Source: an optimization exercise on an open RTL-to-GDS flow (aim: small area and a short achievable clock period). Production flows keep margins and buffers that such runs may drop. RTL that was checked went through simulation tests only; none was proved equivalent to the original. No activity file was given, so power comes from the tool's default toggle rates.

==> v4 <==
==> flow/design.v (excerpt) <==
module movavg(
    input logic clk,
    input logic reset,
    input logic [63:0] din,
    output logic [63:0] dout
);
==> flow/config.mk <==
export PLATFORM = sky130hd
export DESIGN_NAME = movavg
export DESIGN_NICKNAME = movavg
export VERILOG_FILES = /design/flow/design.v
export SDC_FILE = /design/flow/constraint.sdc
export NUM_CORES = 4
export LEC_CHECK = 0
export CAP_MARGIN = 20
export CORE_MARGIN = 2
export CORE_UTILIZATION = 65
export CTS_BUF_LIST = sky130_fd_sc_hd__clkbuf_4 sky130_fd_sc_hd__clkbuf_8
export PLACE_DENSITY = 0.75
export SETUP_SLACK_MARGIN = 1.5
export SLEW_MARGIN = 20
==> flow/constraint.sdc <==
create_clock -name core_clock -period 7.5 [get_ports {clk}]
set_input_delay 1.5000 -clock core_clock [delete_from_list [all_inputs] [get_ports {clk}]]
set_output_delay 1.5000 -clock core_clock [all_outputs]
set_load 0.01 [all_outputs]
standard.sh (not shown) runs the stock make flow with config.mk's settings and CLKGATE_MAP_FILE= SYNTH_SCRIPT=/design/flow/synth_recipe.tcl, a recipe that flattens the netlist after the stock synthesis.
==> flow/flow/run.sh <==
#!/bin/bash
set -euo pipefail
export BUFFER_PORTS_ARGS="-buffer_cell sky130_fd_sc_hd__buf_2"
bash standard.sh > standard_make.log 2>&1
==> v34 (differences from v4) <==
--- a/flow/config.mk
+++ b/flow/config.mk
@@ -10,5 +10,5 @@
 export CORE_UTILIZATION = 65
 export CTS_BUF_LIST = sky130_fd_sc_hd__clkbuf_4 sky130_fd_sc_hd__clkbuf_8
 export PLACE_DENSITY = 0.75
-export SETUP_SLACK_MARGIN = 1.5
+export SETUP_SLACK_MARGIN = 0
 export SLEW_MARGIN = 20
==> v8 (differences from v4) <==
--- a/flow/config.mk
+++ b/flow/config.mk
@@ -8,7 +8,7 @@
 export CAP_MARGIN = 20
 export CORE_MARGIN = 2
 export CORE_UTILIZATION = 65
-export CTS_BUF_LIST = sky130_fd_sc_hd__clkbuf_4 sky130_fd_sc_hd__clkbuf_8
+export CTS_BUF_LIST = sky130_fd_sc_hd__clkbuf_8
+export CTS_CLUSTER_SIZE = 40
 export PLACE_DENSITY = 0.75
-export SETUP_SLACK_MARGIN = 1.5
 export SLEW_MARGIN = 20
==> notes <==
Sequential power is about the same in v8 and v34. Of v8 and v4, v4 has the higher final cell count (gap about 0.8%, measured against v4). In v4 the non-clock buffer count is higher than in v8, by 10. Synthesized area is the same in v34 and v8. In v4 the clock skew is higher than in v8, by 2.5 ps. Utilization: v8 < v34 < v4. Between v4 and v8, the lower worst hold slack is in v4 (gap 3.6 ps). Sequential cell count is the same in v34 and v8. In maximum frequency, v8 and v34 do not differ. Between v4 and v8, the lower via count is in v8 (gap about 1.9%, measured against v8).

---

==> build 13: inputs <==
movavg, a different RTL version from the one above (not shown whole).
clock: 7.5 ns
lec_check: 0
cap_margin: 20
core_margin: 2
core_utilization: 40
setup_slack_margin: 1.5
slew_margin: 20
Scripts as last shown in full above: flow/flow/run.sh
==> inputs of build 83, as changes to build 13 <==
--- a/flow/config.mk
+++ b/flow/config.mk
@@ -8,5 +8,5 @@
 export CAP_MARGIN = 20
 export CORE_MARGIN = 2
 export CORE_UTILIZATION = 40
-export SETUP_SLACK_MARGIN = 1.5
+export SETUP_SLACK_MARGIN = 3.0
 export SLEW_MARGIN = 20
==> flow_summary.json <==
{
  "status": "finished clean",
  "groute.usage.overall_pct": 15.0,
  "p_per_area_nw_per_um2": 230,
  "crit_end": "dout[55]",
  "whs_path_depth": 2,
  "place_congestion": 0.823,
  "p_switching_mw": 1.06,
  "final_cell_mix": "dfxtp_1 (192), nor2b_1 (152), buf_2 (119), ha_1 (109), nor2_1 (98)",
  "power_frac_comb_pct": 33.5,
  "final_core_util_pct": 46.9,
  "slowest_delay_ns": 0.52,
  "comb-power_mw": 1.07,
  "leakagePower_nw": 6.37,
  "worstSetupPathDepth": 15,
  "intPower_mw": 2.12,
  "worstPathCellList": "buf_2, fa_1, ha_4, o21ai_2, a2111oi_4, a221oi_4, o211ai_4, nand4_4, a21oi_4, buf_4, o21ai_1, a21boi_2, nor4_1, a311o_1, buf_2"
}
(the above is from build 13)
==> flow_summary.json <==
{
  "comb-power_mw": 1.13,
  "status": "finished clean",
  "final_core_util_pct": 47.8,
  "leakagePower_nw": 6.45,
  "final_cell_mix": "dfxtp_1 (192), nor2b_1 (151), buf_2 (119), ha_1 (107)",
  "p_per_area_nw_per_um2": 224,
  "intPower_mw": 2.07,
  "worstSetupPathDepth": 17,
  "crit_end": "dout[27]",
  "whs_path_depth": 1,
  "cts_resized": 66,
  "first_global_vias": 8019,
  "worstPathCellList": "buf_6, fa_2, ha_4, buf_6, a21oi_4, o211ai_1, a221oi_2, buf_4, o211ai_4, buf_4, buf_6, and2_2, o21a_1, o21a_1, nor2_1, xnor2_1, buf_2",
  "slowest_delay_ns": 0.59,
  "groute.usage.overall_pct": 15.2,
  "powerSeq_mw": 1.12,
  "multiInputGateArea_um2": 7960
}
(the above is from build 83)
No functional check of the RTL was part of any run of this note.

---

==> inputs of run F <==
movavg, a different RTL version from the one above (not shown whole).
==> module movavg, before the edit <==
module movavg(
    input logic clk,
    input logic reset,
    input logic [63:0] din,
    output logic [63:0] dout
);
   logic [63:0] s1, s2, s3;
   always_ff @(posedge clk) begin
      if (reset) begin
         s1 <= 64'h0;
         s2 <= 64'h0;
         s3 <= 64'h0;
      end else begin
         s1 <= din;
         s2 <= din + s1;
         s3 <= din + s2;
      end
   end
   assign dout = din + s3;
endmodule
clock: 7.5 ns
lec_check: 0
cap_margin: 20
core_margin: 2
core_utilization: 40
slew_margin: 20
Scripts as last shown in full above: flow/flow/run.sh
==> run K (differences from run F) <==
==> flow/design.v (replaced) <==
module movavg(
    input logic clk,
    input logic reset,
    input logic [63:0] din,
    output logic [63:0] dout
);
   logic [63:0] t1, t2, r, r_next;
   logic [63:0] cs_s, cs_c;
   assign dout = din + r;
   assign r_next = din + t1 + t2;
   always_ff @(posedge clk) begin
      if (reset) begin
         t1 <= 64'h0;
         t2 <= 64'h0;
         r  <= 64'h0;
      end else begin
         t1 <= din;
         t2 <= t1;
         r  <= r_next;
      end
   end
endmodule
Settings changed: SETUP_SLACK_MARGIN from default to 1.5.
==> run A (differences from run F) <==
==> flow/design.v (replaced) <==
module movavg(
    input logic clk,
    input logic reset,
    input logic [63:0] din,
    output logic [63:0] dout
);
   logic [63:0] 	tap1, tap1_next;
   logic [63:0] 	tap2, tap2_next;
   logic [63:0] 	tap3, tap3_next;
   always_ff @(posedge clk) begin
      if (reset) begin
         tap1 <= 64'h0;
         tap2 <= 64'h0;
         tap3 <= 64'h0;
      end else begin
         tap1 <= tap1_next;
         tap2 <= tap2_next;
         tap3 <= tap3_next;
      end 
   end
   logic [63:0] doutreg;
   always_comb begin
      doutreg   = din + tap1 + tap2 + tap3;
      tap1_next = din;
      tap2_next = tap1;
      tap3_next = tap2;
   end
   assign dout = doutreg;
endmodule
==> flow/run.sh (new file) <==
#!/bin/bash
# synth_recipe.tcl (not shown) runs the flow's synth.tcl, then flattens the netlist and writes it again
# the make line also repeats each setting of config.mk as NAME=value (left out here)
make -C /OpenROAD-flow-scripts/flow DESIGN_CONFIG=/design/flow/config.mk WORK_HOME=/design/flow/orfs CLKGATE_MAP_FILE= SYNTH_SCRIPT=/design/flow/synth_recipe.tcl finish
removed: flow/flow/run.sh
removed: flow/standard.sh
==> qor summary <==
                                                                              run K           run F            run A
Share of final-layout standard cells stronger than drive strength 1           13.6%           10.2%            10.0%
Post-Route WL                                                              38400 um        48200 um         26800 um
Worst hold margin                                                          0.472 ns        0.578 ns         0.451 ns
Non-clock buffer total of the final layout                                      136             130              213
Area overhead of the layout relative to synthesis                             11.5%           8.92%            23.9%
Setup slack of the most critical reg-to-reg path                            3.57 ns         3.85 ns          6.90 ns
Cell internal pwr                                                         0.00242 W       0.00244 W        0.00232 W
Min-Delay Endpoint                                                            t2[0]           s2[0]         tap3[15]
Utilization after layout                                                      45.5%           44.3%            50.2%
Slowest cell on the critical path                                              fa_2        a2111o_1  clkdlybuf4s50_1
Clock insertion delay at the later pin of the skew report                   0.46 ns         0.48 ns          0.45 ns
Result of the run                                                    finished clean  finished clean   finished clean
Initial DRT Pass Iterations                                                       5               6                4
Multi-input gate share of the layout cell area                                62.7%           66.7%            46.1%
Crit share post-route                                                         78.3%           82.0%            98.1%
Net switching fraction of the power                                           40.5%           42.7%            36.6%
Comb power frac                                                               47.3%           50.9%            45.3%
Number of cells on the critical path                                             13              13               15
Setup slack of the critical path after layout                               1.63 ns         1.35 ns         0.141 ns
Worst setup timing slack at the placement stage                             1.23 ns         1.38 ns        -0.215 ns
CP dominant cell by count                                                     buf_2           buf_2                -
No functional check of the RTL was part of run K.

## separate check: timing with driven ports
No port has a modelled driver above. Below, the same layouts with a new extraction and two added sets of constraints. Step 1 (the two cells are an assumption about what drives the block):
set clk [get_ports {clk}]
set_driving_cell -lib_cell sky130_fd_sc_hd__clkbuf_16 $clk
set_driving_cell -lib_cell sky130_fd_sc_hd__buf_2 [delete_from_list [all_inputs] $clk]
Step 2 moves the port delays by t, midway between the first and last clock arrival at a register: inputs arrive t later, outputs are due t later. That takes back most of the time a late clock gives input paths. Slacks: ideal / step 1 / step 2; pairs: ideal / step 1.
run	t (ns)	slack for setup (ns)	hold WS [ns]	slew at the worst register clock pin (ns)	worst data-port slew with drivers (ns)
v4	0.483	1.571 / 1.552 / 1.552	0.473 / 0.473 / 0.473	0.10 / 0.10	0.06
v34	0.479	1.352 / 1.333 / 1.333	0.476 / 0.476 / 0.476	0.10 / 0.10	0.06
v8	0.479	1.352 / 1.333 / 1.333	0.476 / 0.476 / 0.476	0.10 / 0.10	0.06
build 13	0.487	1.298 / 1.262 / 1.262	0.505 / 0.505 / 0.505	0.09 / 0.09	0.08
build 83	0.478	1.312 / 1.279 / 1.279	0.507 / 0.507 / 0.507	0.08 / 0.08	0.07
run F	0.526	1.349 / 1.329 / 1.329	0.578 / 0.578 / 0.578	0.08 / 0.08	0.09
run K	0.502	1.625 / 1.604 / 1.604	0.472 / 0.472 / 0.472	0.08 / 0.08	0.05
run A	0.499	0.141 / 0.118 / 0.118	0.451 / 0.451 / 0.451	0.08 / 0.08	0.09
After both steps every run listed still meets setup and hold. The setup slack of build 13, which loses most, moves by -0.036 ns with the drivers and by -0.036 ns with both steps.
